Source: an optimization exercise on an open RTL-to-GDS flow (aim: small area, a short achievable clock period and few clock cycles per item). Production flows keep margins and buffers that such runs may drop. RTL that was checked went through simulation tests only; none was proved equivalent to the original.

==> run a: inputs <==
==> flow/design.v (excerpt) <==
module conv_128_8_16_1(clk, reset, x_data, x_valid, x_ready, y_data, y_valid, y_ready);
==> module conv_128_8_16_1, before the edit <==
module conv_128_8_16_1(clk, reset, x_data, x_valid, x_ready, y_data, y_valid, y_ready);
  input clk, reset, x_valid, y_ready;
  input signed [15:0] x_data;
  output logic x_ready, y_valid;
  output logic signed [15:0] y_data;
  function automatic int th(input int k);
    case (k)
      0: th = 344;  1: th = 171;  2: th = 207;  3: th = 697;
      4: th = 140;  5: th = 799;  6: th = 3276; default: th = 399;
    endcase
  endfunction
  function automatic logic [16:0] add17(input logic [16:0] a, input logic [16:0] b, input logic ci);
    logic [16:0] p, g, gg, pp, c;
    p = a ^ b;
    g = a & b;
    g[0] = g[0] | (p[0] & ci);
    gg = g; pp = p;
    for (int l = 1; l <= 4; l++)
      for (int i = (1 << l) - 1; i < 17; i += (1 << l)) begin
        gg[i] = gg[i] | (pp[i] & gg[i - (1 << (l - 1))]);
        pp[i] = pp[i] & pp[i - (1 << (l - 1))];
      end
    for (int l = 3; l >= 1; l--)
      for (int i = (1 << l) + (1 << (l - 1)) - 1; i < 17; i += (1 << l)) begin
        gg[i] = gg[i] | (pp[i] & gg[i - (1 << (l - 1))]);
        pp[i] = pp[i] & pp[i - (1 << (l - 1))];
      end
    c = {gg[15:0], ci};
    add17 = p ^ c;
  endfunction
  function automatic logic [33:0] csa(input logic [16:0] a, input logic [16:0] b, input logic [16:0] c);
    csa = {(a & b) | (a & c) | (b & c), a ^ b ^ c};
  endfunction
  function automatic logic signed [15:0] sat17(input logic [16:0] s);
    if (s[16] != s[15]) sat17 = s[16] ? 16'sh8000 : 16'sh7fff;
    else                sat17 = s[15:0];
  endfunction
  logic signed [15:0] xp;         
  logic signed [16:0] x3p, x5p;
  logic [7:0]         satp;       
  logic               vp;
  logic [6:0]         idx;        
  logic signed [15:0] acc0, acc1, acc2, acc3, acc4, acc5, acc6;
  logic signed [15:0] y1;         
  logic               v1;
  logic               run;        
  wire [16:0] x1i = {x_data[15], x_data};
  logic [7:0] sat_n;
  always_comb
    for (int k = 0; k < 8; k++)
      sat_n[k] = (x_data > th(k)) | (x_data < -th(k));
  always_ff @(posedge clk)
    if (run) begin
      xp   <= x_data;
      x3p  <= add17(x1i, x1i << 1, 1'b0);
      x5p  <= add17(x1i, x1i << 2, 1'b0);
      satp <= sat_n;
    end
  wire [16:0] x1 = {xp[15], xp};
  wire        xs = xp[15];
  localparam logic [16:0] PHI = 17'h07fff, PLO = 17'h18000;
  function automatic logic [16:0] satv(input logic s, input logic neg, input logic [16:0] u);
    satv = !s ? u : (xs ^ neg) ? PLO : PHI;
  endfunction
  function automatic logic [16:0] keep(input logic s, input logic [16:0] w);
    keep = s ? 17'h0 : w;
  endfunction
  function automatic logic [16:0] keepn(input logic s, input logic [16:0] v);
    keepn = s ? 17'h1ffff : ~v;
  endfunction
  wire [16:0] a0 = {acc0[15], acc0}, a1 = {acc1[15], acc1}, a2 = {acc2[15], acc2},
              a3 = {acc3[15], acc3}, a4 = {acc4[15], acc4}, a5 = {acc5[15], acc5},
              a6 = {acc6[15], acc6};
  wire [16:0] s0 = add17(satv(satp[0], 1'b0, x3p << 5), keepn(satp[0], x1), 1'b1);
  wire [33:0] c1 = csa(a0, satv(satp[1], 1'b0, x3p << 6), keepn(satp[1], x1));
  wire [16:0] s1 = add17(c1[16:0], {c1[32:17], 1'b1}, 1'b0);
  wire [33:0] c2 = csa(a1, satv(satp[2], 1'b0, x5p << 5), keepn(satp[2], x1 << 1));
  wire [16:0] s2 = add17(c2[16:0], {c2[32:17], 1'b1}, 1'b0);
  wire [33:0] c3 = csa(a2, satv(satp[3], 1'b1, x1), keepn(satp[3], x3p << 4));
  wire [16:0] s3 = add17(c3[16:0], {c3[32:17], 1'b1}, 1'b0);
  wire [33:0] c4a = csa(a3, satv(satp[4], 1'b1, x3p << 1), keep(satp[4], x1 << 4));
  wire [33:0] c4 = csa(c4a[16:0], {c4a[32:17], 1'b1}, keepn(satp[4], x1 << 8));
  wire [16:0] s4 = add17(c4[16:0], {c4[32:17], 1'b0}, 1'b0);
  wire [33:0] c5 = csa(a4, keepn(satp[5], x5p << 3), satv(satp[5], 1'b1, ~x1));
  wire [16:0] s5 = add17(c5[16:0], {c5[32:17], 1'b1}, ~satp[5]);
  wire [16:0] s6 = add17(a5, satv(satp[6], 1'b0, x5p << 1), 1'b0);
  wire [33:0] c7 = csa(a6, satv(satp[7], 1'b0, x5p << 4), keep(satp[7], x1 << 1));
  wire [16:0] s7 = add17(c7[16:0], {c7[32:17], 1'b0}, 1'b0);
  wire signed [15:0] n7 = sat17(s7);
  wire signed [15:0] res = n7[15] ? 16'sd0 : n7;    
  wire adv  = vp & run;                  
  wire push = adv & (idx >= 7);          
  wire y0_free = ~y_valid | y_ready;
  always_ff @(posedge clk) begin
    if (adv) begin
      acc0 <= sat17(s0);
      acc1 <= sat17(s1);
      acc2 <= sat17(s2);
      acc3 <= sat17(s3);
      acc4 <= sat17(s4);
      acc5 <= sat17(s5);
      acc6 <= sat17(s6);
    end
    if (~v1) y1 <= res;
    if (y0_free) y_data <= v1 ? y1 : res;
  end
  logic vp_n, v1_n, run_n;
  logic [6:0] idx_n;
  always_comb begin
    vp_n  = run ? x_valid : vp;
    v1_n  = y0_free ? 1'b0 : (v1 | push);
    idx_n = adv ? idx + 7'd1 : idx;
    run_n = ~(v1_n & vp_n & (idx_n >= 7));
  end
  always_ff @(posedge clk) begin
    if (reset) begin
      vp      <= 1'b0;
      v1      <= 1'b0;
      y_valid <= 1'b0;
      idx     <= 7'd0;
      run     <= 1'b1;
      x_ready <= 1'b1;
    end else begin
      vp      <= vp_n;
      v1      <= v1_n;
      y_valid <= y0_free ? (v1 | push) : 1'b1;
      idx     <= idx_n;
      run     <= run_n;
      x_ready <= run_n;
    end
  end
endmodule
clock: 10.0 ns
lec_check: 0
abc_area: 1
cap_margin: 20
core_margin: 2
core_utilization: 40
slew_margin: 20
standard.sh (not shown) runs the stock make flow with config.mk's settings and CLKGATE_MAP_FILE= SYNTH_SCRIPT=/design/flow/synth_recipe.tcl, a recipe that flattens the netlist after the stock synthesis.
==> flow/flow/run.sh <==
#!/bin/bash
set -euo pipefail
bash standard.sh SETUP_SLACK_MARGIN=6 finish > standard_flow.log 2>&1
==> run b (differences from run a) <==
--- a/flow/design.v
+++ b/flow/design.v
@@ -43,5 +43,5 @@
   logic signed [15:0] acc0, acc1, acc2, acc3, acc4, acc5, acc6;
-  logic signed [15:0] y1;         
-  logic               v1;
-  logic               run;        
+  logic               sp;         
+  wire run = ~(sp & ~y_ready);
+  assign x_ready = run;
   wire [16:0] x1i = {x_data[15], x_data};
@@ -89,6 +89,4 @@
   wire signed [15:0] n7 = sat17(s7);
-  wire signed [15:0] res = n7[15] ? 16'sd0 : n7;    
   wire adv  = vp & run;                  
   wire push = adv & (idx >= 7);          
-  wire y0_free = ~y_valid | y_ready;
   always_ff @(posedge clk) begin
@@ -103,6 +101,5 @@
     end
-    if (~v1) y1 <= res;
-    if (y0_free) y_data <= v1 ? y1 : res;
+    if (push) y_data <= n7[15] ? 16'sd0 : n7;    
   end
-  logic vp_n, v1_n, run_n;
+  logic vp_n, yv_n;
   logic [6:0] idx_n;
@@ -110,5 +107,4 @@
     vp_n  = run ? x_valid : vp;
-    v1_n  = y0_free ? 1'b0 : (v1 | push);
+    yv_n  = push | (y_valid & ~y_ready);
     idx_n = adv ? idx + 7'd1 : idx;
-    run_n = ~(v1_n & vp_n & (idx_n >= 7));
   end
@@ -117,14 +113,10 @@
       vp      <= 1'b0;
-      v1      <= 1'b0;
       y_valid <= 1'b0;
       idx     <= 7'd0;
-      run     <= 1'b1;
-      x_ready <= 1'b1;
+      sp      <= 1'b0;
     end else begin
       vp      <= vp_n;
-      v1      <= v1_n;
-      y_valid <= y0_free ? (v1 | push) : 1'b1;
+      y_valid <= yv_n;
       idx     <= idx_n;
-      run     <= run_n;
-      x_ready <= run_n;
+      sp      <= yv_n & vp_n & (idx_n >= 7);
     end
==> flow/flow/run.sh (replaced) <==
#!/bin/bash
set -euo pipefail
bash standard.sh SETUP_SLACK_MARGIN=5.5 finish > standard_flow.log 2>&1
CTS_BUF_LIST = sky130_fd_sc_hd__clkbuf_8   (was unset)
CTS_CLUSTER_DIAMETER = 100   (was unset)
CTS_CLUSTER_SIZE = 30   (was unset)
==> summary.txt <==
- Of run b and run a, run a has the higher register-to-register slack (gap 310 ps).
- Against run b, the sequential share of layout area of run a is lower by 0.96 points.
- In run b the synthesized cell count is smaller than in run a, by 1.7%.
- In run b the setup slack is lower than in run a, by 410 ps.
- In run a the first-iteration DRC count is smaller than in run b, by 3.8%.
- Of run b and run a, run a has the higher core utilization (gap 3.5 points).
- Of run a and run b, run a has the higher via count (gap about 6%, measured against run b).
Testbench counts of run b, summed over its fixed seeds: cycles 8,208, items 7,744.
Function not checked in run a: the RTL went through the layout flow alone.

## afterwards: timing with drivers on the ports
No port has a modelled driver above. Below, the same layouts with a new extraction and two added sets of constraints.
Step 1, drivers: a clkbuf_16 drives clk and a buf_2 each remaining input, both assumed.
Step 2 adds t to the input delays and takes it off the output delays; t is the mean of the earliest and latest rising clock arrival at the registers after step 1. Input paths then give back, and output paths get back, about the clock's delay inside the block.
Slacks: ideal ports / drivers / drivers and shift; pairs: ideal ports / drivers.
| run | t, ns | slack for setup (ns) | worst setup path after step 2 | latest minus earliest clock arrival (ns) | slew at the worst register clock pin (ns) |
|---|---|---|---|---|---|
| run a | 0.611 | 5.982 / 5.982 / 5.623 | input to register | 0.014 / 0.015 | 0.06 / 0.06 |
| run b | 0.564 | 5.573 / 5.548 / 5.148 | input to register | 0.023 / 0.023 | 0.12 / 0.12 |
After both steps every run listed still meets setup and hold. For run b, which loses most, drivers alone change the setup slack by -0.025 ns; drivers and shift together by -0.425 ns.
